What follows belongs to an exercise in optimizing a design on an open flow for small area, a short achievable clock period and few clock cycles per item; a production flow would make more cautious choices. In this exercise RTL edits were held to simulation tests only and were not proved equivalent to the original. No activity file was given, so power comes from the tool's default toggle rates.

## flow/design.v

```verilog
`timescale 1ns / 1ps
module deinterleaver(
    input  wire clk,
    input  wire reset ,
    input  wire [3:0] in_bits,
    input  wire data_ready,
    input  wire hold,           
    output wire in_ready,
    output reg  out_ready ,
    output reg  data_out
);
    reg [7:0] matrix [0:15];
    reg read;
    reg [6:0] cycle_count;   
    reg [3:0] row;
    reg [2:0] bit_pos_r;
    wire [1:0] col_w     = cycle_count[4:3];
    wire [2:0] bit_pos_w = cycle_count[2:0];
    assign in_ready = !read && !hold;
always @(posedge clk) begin
   if (reset) begin
      out_ready <= 0 ;
      read <= 0;
      cycle_count <= 7'd31;
      row <= 0;
      bit_pos_r <= 0;
      end else begin
        out_ready <= 0;
        if (in_ready && data_ready) begin
            matrix[12-4*col_w][bit_pos_w] <= in_bits[0];
            matrix[13- 4*col_w][bit_pos_w] <= in_bits[1];
            matrix[14-4*col_w][bit_pos_w] <= in_bits[2];
            matrix[15- 4*col_w][bit_pos_w] <= in_bits[3];
            if (cycle_count == 7'd0) begin
                read <= 1;
                cycle_count <= 7'd31;
            end else begin
                cycle_count <= cycle_count -1;
            end
        end
        else if (read) begin
    data_out <= matrix[row][bit_pos_r];
   out_ready <=1 ;
    if (bit_pos_r == 7) begin
        bit_pos_r <= 0;
        if (row == 15) begin
            row <= 0;
            read <= 0;
            cycle_count <= 7'd31;
        end else begin
            row <= row + 1;
        end
      end else begin
        bit_pos_r <= bit_pos_r + 1;
      end
     end
    end
end
endmodule
module serial_to_pair (
    input clk,
    input reset,
    input deint_out,
    input deint_out_valid,
    output reg [1:0] vitebri_data_in,
    output reg vitebri_valid_in
);
    reg [0:0] bit0;
    reg collected;
    always @(posedge clk) begin
        if (reset) begin
            vitebri_valid_in <= 0;
            vitebri_data_in <= 2'b00;
            bit0 <= 0;
            collected <= 0;
        end else begin
            vitebri_valid_in <= 0;
            if (deint_out_valid) begin
                if (!collected) begin
                    bit0 <= deint_out;
                    collected <= 1;
                end else begin
                    vitebri_data_in <= {bit0, deint_out};
                    vitebri_valid_in <= 1;
                    collected <= 0;
                end
            end
        end
    end
endmodule
module vitebri (
    input reset,
    input [1:0] data_in,
    output reg [61:0] data_out,
    output reg valid_output,
    input valid_input,
    input clk,
    output wire busy
);
     reg PathM0 [0:63];
     reg PathM1 [0:63];
     reg PathM2 [0:63];
     reg PathM3 [0:63];
     reg [1:0] hummingd [0:7];
     reg [15:0] PM0 [0:64];
     reg [15:0] PM1 [0:64];
     reg [15:0] PM2 [0:64];
     reg [15:0] PM3 [0:64];
     reg [15:0] PM_min0, PM_min1;
     reg PathSel;
      reg [2:0] state;
      reg [8:0] counter;
    reg [1:0] final_min;
    reg [1:0] min0 , min1 ;
    assign busy = (state != 0) || (counter != 0);
    always @(*) begin
        min0 = (PM0[64] < PM1[64]) ? 2'd0 : 2'd1 ;
        min1 = (PM2[64] < PM3[64]) ? 2'd2 : 2'd3 ;
        PM_min0 = min0[0] ? PM1[64] : PM0[64];
        PM_min1 = min1[0] ? PM3[64] : PM2[64];
        case (final_min)
            2'd0: PathSel = PathM0[counter[5:0]];
            2'd1: PathSel = PathM1[counter[5:0]];
            2'd2: PathSel = PathM2[counter[5:0]];
            default: PathSel = PathM3[counter[5:0]];
        endcase
    end
    always @(posedge clk) begin
        if (reset) begin
            counter <= 0;
            state <= 0;
            valid_output <= 0;
            PM0[0] <= 16'd0 ;
            PM1[0] <= 16'h7FFF;
            PM2[0] <= 16'h7FFF;
            PM3[0] <= 16'h7FFF;
        end else begin
            valid_output <= 0;
            if (state==0 ) begin
                    if ( valid_input ) begin
                      hummingd[0] <=(data_in[0]  ^ 1'b0) +  (data_in[1]  ^ 1'b0 );
                      hummingd[1] <=(data_in[0]  ^ 1'b1 )+  (data_in[1]  ^ 1'b1) ;
                      hummingd[2] <=(data_in[0]  ^ 1'b1 )+  (data_in[1]  ^ 1'b1) ;
                      hummingd[3] <=(data_in[0]  ^ 1'b0 )+  (data_in[1]  ^ 1'b0 );
                      hummingd[4] <=(data_in[0]  ^ 1'b0) + ( data_in[1]  ^ 1'b1) ;
                      hummingd[5] <=(data_in[0]  ^ 1'b1 )+  (data_in[1]  ^ 1'b0 );
                      hummingd[6] <=(data_in[0]  ^ 1'b1)+ ( data_in[1]  ^ 1'b0 );
                      hummingd[7] <=(data_in[0]  ^ 1'b0)+  (data_in[1]  ^ 1'b1 );
                     state <= 1 ;
                  end
            end
            if  (state == 1 ) begin
               if (PM0[counter] +hummingd[0]< PM2[counter] + hummingd[1]) begin
                        PM0[counter+1] <= PM0[counter] + hummingd[0];
                        PathM0[counter] <=  1'b0 ;
                    end else begin
                     PM0[counter+1] <= PM2[counter] + hummingd[1];
                        PathM0[counter] <=  1'b1 ;
                        end
                      if (  PM0[counter] +  hummingd[2]<  PM2[counter] +  hummingd[3]) begin
                        PM1[counter+1] <= PM0[counter] + hummingd[2];
                        PathM1[counter] <=  1'b0 ;
                    end else begin
                     PM1[counter+1] <= PM2[counter] + hummingd[3];
                        PathM1[counter] <=  1'b1 ;
                        end
                       if (PM1[counter]+hummingd[4]< PM3[counter]+hummingd[5]) begin
                        PM2[counter+1] <= PM1[counter] + hummingd[4];
                        PathM2[counter] <=  1'b0 ;
                    end else begin
                     PM2[counter+1] <= PM3[counter] + hummingd[5];
                        PathM2[counter] <=  1'b1 ;
                        end
                       if ( PM1[counter] + hummingd[6]<  PM3[counter] +hummingd[7]) begin
                        PM3[counter+1] <= PM1[counter] + hummingd[6];
                        PathM3[counter] <=  1'b0 ;
                    end else begin
                     PM3[counter+1] <= PM3[counter] + hummingd[7];
                        PathM3[counter] <=  1'b1 ;
                        end
                       if (counter != 63) begin
                        counter <= counter +1 ;
                       state <= 0 ;
                   end   else begin
                        state <= 2 ;
                    end
            end
            if  (state == 2 ) begin
                final_min <= (PM_min0 < PM_min1) ? min0 : min1 ;
                state <= 3 ;
            end
            if (state == 3) begin
                if (counter<62) begin
                    data_out[counter] <= final_min[0];
                end
                final_min <= {PathSel, final_min[1]};
                if (counter==0) begin
                    state <= 0;
                    valid_output <= 1;
                end else begin
                    counter <= counter - 1;
                end
            end
        end
    end
endmodule
module TopMod2 (
    input clk,
    input reset,
    input [3:0] file_in_bits,
    input data_ready,
    output wire in_ready,
    output wire [61:0] decoded_data,
    output wire decoded_valid
);
    wire deint_data_out;
    wire deint_out_ready;
    wire vitebri_busy;
    deinterleaver deinterleaver_inst (
        .clk(clk),
        .reset(reset),
        .in_bits(file_in_bits),
        .data_ready(data_ready),
        .hold(vitebri_busy),
        .in_ready(in_ready),
        .data_out(deint_data_out),
        .out_ready(deint_out_ready)
    );
    wire [1:0] vitebri_data_in;
    wire vitebri_valid_in;
    serial_to_pair u_serial_to_pair (
        .clk(clk),
        .reset(reset),
        .deint_out(deint_data_out),
        .deint_out_valid(deint_out_ready),
        .vitebri_data_in(vitebri_data_in),
        .vitebri_valid_in(vitebri_valid_in)
    );
    vitebri vitebri_inst (
        .clk(clk),
        .reset(reset),
        .data_in(vitebri_data_in),
        .valid_input(vitebri_valid_in),
        .data_out(decoded_data),
        .valid_output(decoded_valid),
        .busy(vitebri_busy)
    );
endmodule
```

## flow/run.sh

```bash
#!/bin/bash
# synth_recipe.tcl (not shown) runs the flow's synth.tcl, then flattens the netlist and writes it again
# the make line also repeats each setting of config.mk as NAME=value (left out here)
make -C /OpenROAD-flow-scripts/flow DESIGN_CONFIG=/design/flow/config.mk WORK_HOME=/design/flow/orfs CLKGATE_MAP_FILE= SYNTH_SCRIPT=/design/flow/synth_recipe.tcl finish
```

## flow/config.mk

```make
export PLATFORM = sky130hd
export DESIGN_NAME = TopMod2
export DESIGN_NICKNAME = TopMod2
export VERILOG_FILES = /design/flow/design.v
export SDC_FILE = /design/flow/constraint.sdc
export NUM_CORES = 4
export LEC_CHECK = 0
export CAP_MARGIN = 20
export CORE_MARGIN = 2
export CORE_UTILIZATION = 40
export SLEW_MARGIN = 20
export SYNTH_MEMORY_MAX_BITS = 65536
```

## flow/constraint.sdc

```tcl
create_clock -name core_clock -period 10.0 [get_ports {clk}]
set_input_delay 2.0000 -clock core_clock [delete_from_list [all_inputs] [get_ports {clk}]]
set_output_delay 2.0000 -clock core_clock [all_outputs]
set_load 0.01 [all_outputs]
```

==> summary.txt <==
* Clock sinks at 4653
* Max-slew violations at 0
* Status: finished clean
* Main flop type after synthesis: edfxtp_1
* Initial DRC count at 21600
* Num rows at 250
* Fill cells at 39400
* RSZ-0062 raised after global routing: false
* Clk_skew at 86.9 ps
* Hpwl dp at 411000 um
* Multi-input gate area at 44000 um^2
* Synth Net Count at 10700
* Final WL at 722000 um
* DR vias/cell at 6.70
* # nets final at 11000
* TritonCTS buffer count at 450
* Worst hold path cell count at 2
* Final GP Congestion at 0.968
* Final setup viols at 0
* Buffers on Ports at 70
* F_max at 0.111 GHz
* Post-route ant nets at 0
* Initial antenna violation count at 44
* WS Path Type: reg -> reg
* Hold-fix buffers at CTS at 0
* Fin area at 212000 um^2
* Post-CTS Setup Inserts at 0
* Async S/R FF share, synth at 0%
* Clock buffer depth at 4
* Synthesized cell area at 187000 um^2
* Worst Tran Pin Value at 1320 ps
* Largest fanout on the critical path at 65
* Sequential-to-total area share from yosys stat at 74.6%
* TritonCTS clock tree: done
* Pre-Repair DR Iteration Count at 14
* IO Pins at 71
* Root Driver: clkbuf_16
* Area after DPL at 197000 um^2
* CP endpoint kind: register
* Total congestion overflow at 0
* Clock Latency Late Sink at 1080 ps
* Clock Pin Slew Worst Setup and Hold Paths at 70 ps
* First-pass GRT wire length at 958000 um
* Hold Crit Class: reg -> reg
* Ys Warns at 4
* Vias at 117000
* Cell leakage power at 71.7 nW
* Final TNS setup at 0 ps
* Number of failing hold endpoints at the final stage at 0
* P&R area growth vs syn at 13.3%
* Post-CTS resize count at 0
* Tcrit/Tclk final at 90.4%
* DRC viols at 0
* Register area at 139000 um^2
* H-tree levels at 5
* Pin count of the biggest net entering global routing at 114
* Syn Inst Count at 10500
* Die ar. at 472000 um^2
* WP data required at 10710 ps
* Mean Syn Cell Area at 17.7 um^2
* Worst vdd ir at 0.171 mV
* Number of global-route vias before repair at 109000
* Startpoint Class: register
* Seq cells post-synth at 4653
* Layout cells sized above 1 at 19.3%
* Die W at 687 um
* Gr usage total at 29.6%
* Post-synth cell types at 127
* Fin crit period at 9040 ps
* WL/cell at 41.4 um
* Critical path arrival at 9750 ps
* Reg2Reg Depth at 21
* Core footprint at 464000 um^2
* Starting density of the core at 40.2%
* Post-synth EDFFs at 4615
* Slew headroom at 12.1%
* Power per Cell Area at 201 nW/um^2
* Die height at 687 um
* Total of max-cap violations at 0
## stage by stage
step	std cells	setup WS, ps	power, W	hold WS [ps]	util (%)
floorplan	10500	434	0.0242	421	-
global placement	16600	1440	0.0257	433	42.3
detailed placement	16600	1530	0.0256	441	42.4
CTS	17400	1440	0.0425	449	45.5
global route	17400	901	0.0436	495	45.6
finish	17400	958	0.0426	444	45.6
## final timing paths
path	from	end	slack, ps
hold reg to reg	deinterleaver_inst.cycle_count[6]	deinterleaver_inst.cycle_count[6]	440
setup reg to reg	vitebri_inst.counter[1]	vitebri_inst.PM1[17][6]	960
setup / recovery	vitebri_inst.counter[1]	vitebri_inst.PM1[17][6]	960
hold / removal	deinterleaver_inst.cycle_count[6]	deinterleaver_inst.cycle_count[6]	440
## layer usage
metal / part of all wire [%] / GRT usage [%] / up-vias
li1: - / - / 43900
met1: 36 / 39.4 / 60500
met2: 43 / 42.7 / 10300
met3: 14 / 9.17 / 2101
met4: 7.1 / 17.7 / 30
met5: 0.027 / 0 / -
## flip-flops by register name, indices dropped and copies added, names as in the netlist, 2 cells and up, named ones only
| register | flops |
|---|---|
| vitebri_inst.counter | 9 |
| deinterleaver_inst.cycle_count | 7 |
| deinterleaver_inst.bit_pos_r | 3 |
| vitebri_inst.PathM2 | 64 |
| vitebri_inst.PM2 | 1040 |
| vitebri_inst.PathM3 | 64 |
| vitebri_inst.PM1 | 1040 |
| vitebri_inst.hummingd | 6 |
| deinterleaver_inst.matrix | 128 |
| vitebri_inst.PathM1 | 64 |
| vitebri_inst.final_min | 2 |
| vitebri_inst.PathM0 | 64 |
| vitebri_inst.state | 3 |
| vitebri_inst.data_out | 62 |
| u_serial_to_pair.vitebri_data_in | 2 |
| vitebri_inst.PM0 | 1040 |
| deinterleaver_inst.row | 4 |
| vitebri_inst.PM3 | 1040 |
## cell type report
class | count | area share, %
Clock inverter | 308 | 1.45
Timing Repair Buffer | 568 | 2.44
Inverter | 110 | 0.206
Tap cell | 6174 | 3.65
Multi-Input combinational cell | 5063 | 20.8
Clock buffer | 533 | 5.51
Sequential cell | 4653 | 65.9
Antenna cell | 35 | 0.0414
## report_power, final
| part | total (W) | switching [W] | internal [W] |
|---|---|---|---|
| clock | 0.0172 | 0.00762 | 0.00959 |
| combinational | 0.00425 | 0.00284 | 0.00141 |
| sequential | 0.0212 | 0.0000292 | 0.0211 |
| total | 0.0426 | 0.0105 | 0.0321 |
## critical path: stages (launching register included)
cell       delay [ps]
dfxtp_4           860
and2b_4           930
buf_4             630
a22oi_1           150
o22ai_1           360
a21oi_1           110
and3_1            230
a32oi_2           690
nand3_4           360
or4_1             620
xnor2_1           680
inv_1             110
ha_1              330
and4_1            190
o2111ai_1         120
o21a_1            210
o21ai_0           180
buf_4             210
nor2_1            140
buf_4             260
a22oi_2           400
buf_4             630
## cells in the final DEF (no fill, tap or decap), types with 72 or more instances in the layout
cell | Yosys | final
edfxtp_1 | 4615 | 4615
nor2_4 | 2 | 135
nand2_1 | 314 | 292
a22oi_1 | 529 | 512
clkbuf_1 | 162 | 79
mux4_2 | 310 | 310
a22o_1 | 116 | 116
inv_1 | 105 | 102
xnor2_1 | 72 | 72
clkbuf_16 | 0 | 454
nor3_1 | 73 | 72
mux2_2 | 330 | 330
a221o_1 | 92 | 92
nor2_1 | 567 | 428
clkinv_2 | 0 | 91
o21ai_0 | 209 | 201
ha_1 | 133 | 133
a21oi_1 | 323 | 320
mux2i_1 | 426 | 426
a221oi_1 | 390 | 390
o22ai_1 | 159 | 149
buf_4 | 89 | 439
clkinv_1 | 1 | 120
## logic make-up after synthesis
logic type,synth area share [%]
and+or+nand+nor,3.59
AOI/OAI and AO/OA,9.32
muxes,8.12
buffers and inverters,2.75
xor gates and xnor gates,0.600
adders and majority gates,0.977
DFF,74.6
## synth_stat cells (all sizes together), types with 21 or more instances
cell type  number  share of area [%]
edfxtp       4615                 74
nor2          572                1.2
buf           541                2.2
a22oi         531                2.1
mux2i         426                2.3
a221oi        395                1.9
mux2          348                2.1
a21oi         323               0.87
nand2         317               0.64
mux4          310                3.7
o21ai         229               0.61
clkbuf        162               0.33
o22ai         160               0.54
ha            133               0.89
a22o          116               0.54
inv           109               0.22
a221o          92               0.49
nor3           78               0.23
a31oi          72               0.24
nand4          72               0.24
xnor2          72               0.34
nand3          69               0.20
a211oi         56               0.23
a21o           56               0.23
xor2           56               0.26
nor4           46               0.20
nand2b         43               0.14
dfxtp          38               0.41
o211ai         36               0.14
o2bb2ai        35               0.16
o221ai         26               0.12
and2           24              0.080
o22a           22               0.10
nand3b         21              0.086
Testbench counts, summed over its fixed seeds: cycles 36,488, frames 160.

==> re-timing with driven ports <==
The results above use ideal ports. As a check the final layout listed here was re-extracted and re-timed, cells and wires unchanged.
Step 1: set_driving_cell puts a clkbuf_16 on clk and a buf_2 on each other input, an assumption about the parent block.
Step 2, shift: input delay + t, output delay - t, t = (earliest + latest rising clock arrival at the registers) / 2. This alone moves slack from input paths to output paths.
Slacks: no drivers / after step 1 / after step 2; pairs: no drivers / after step 1.
t (ns): 1.155
setup WS [ns]: 0.958 / 0.958 / 0.958
worst hold slack (ns): 0.444 / 0.444 / 0.444
latest minus earliest clock arrival (ns): 0.087 / 0.087
cell pins on the clock port's net: 1
After both steps setup and hold are still met in this run. For this run, drivers alone change the setup slack by 0.000 ns; drivers and shift together by 0.000 ns.
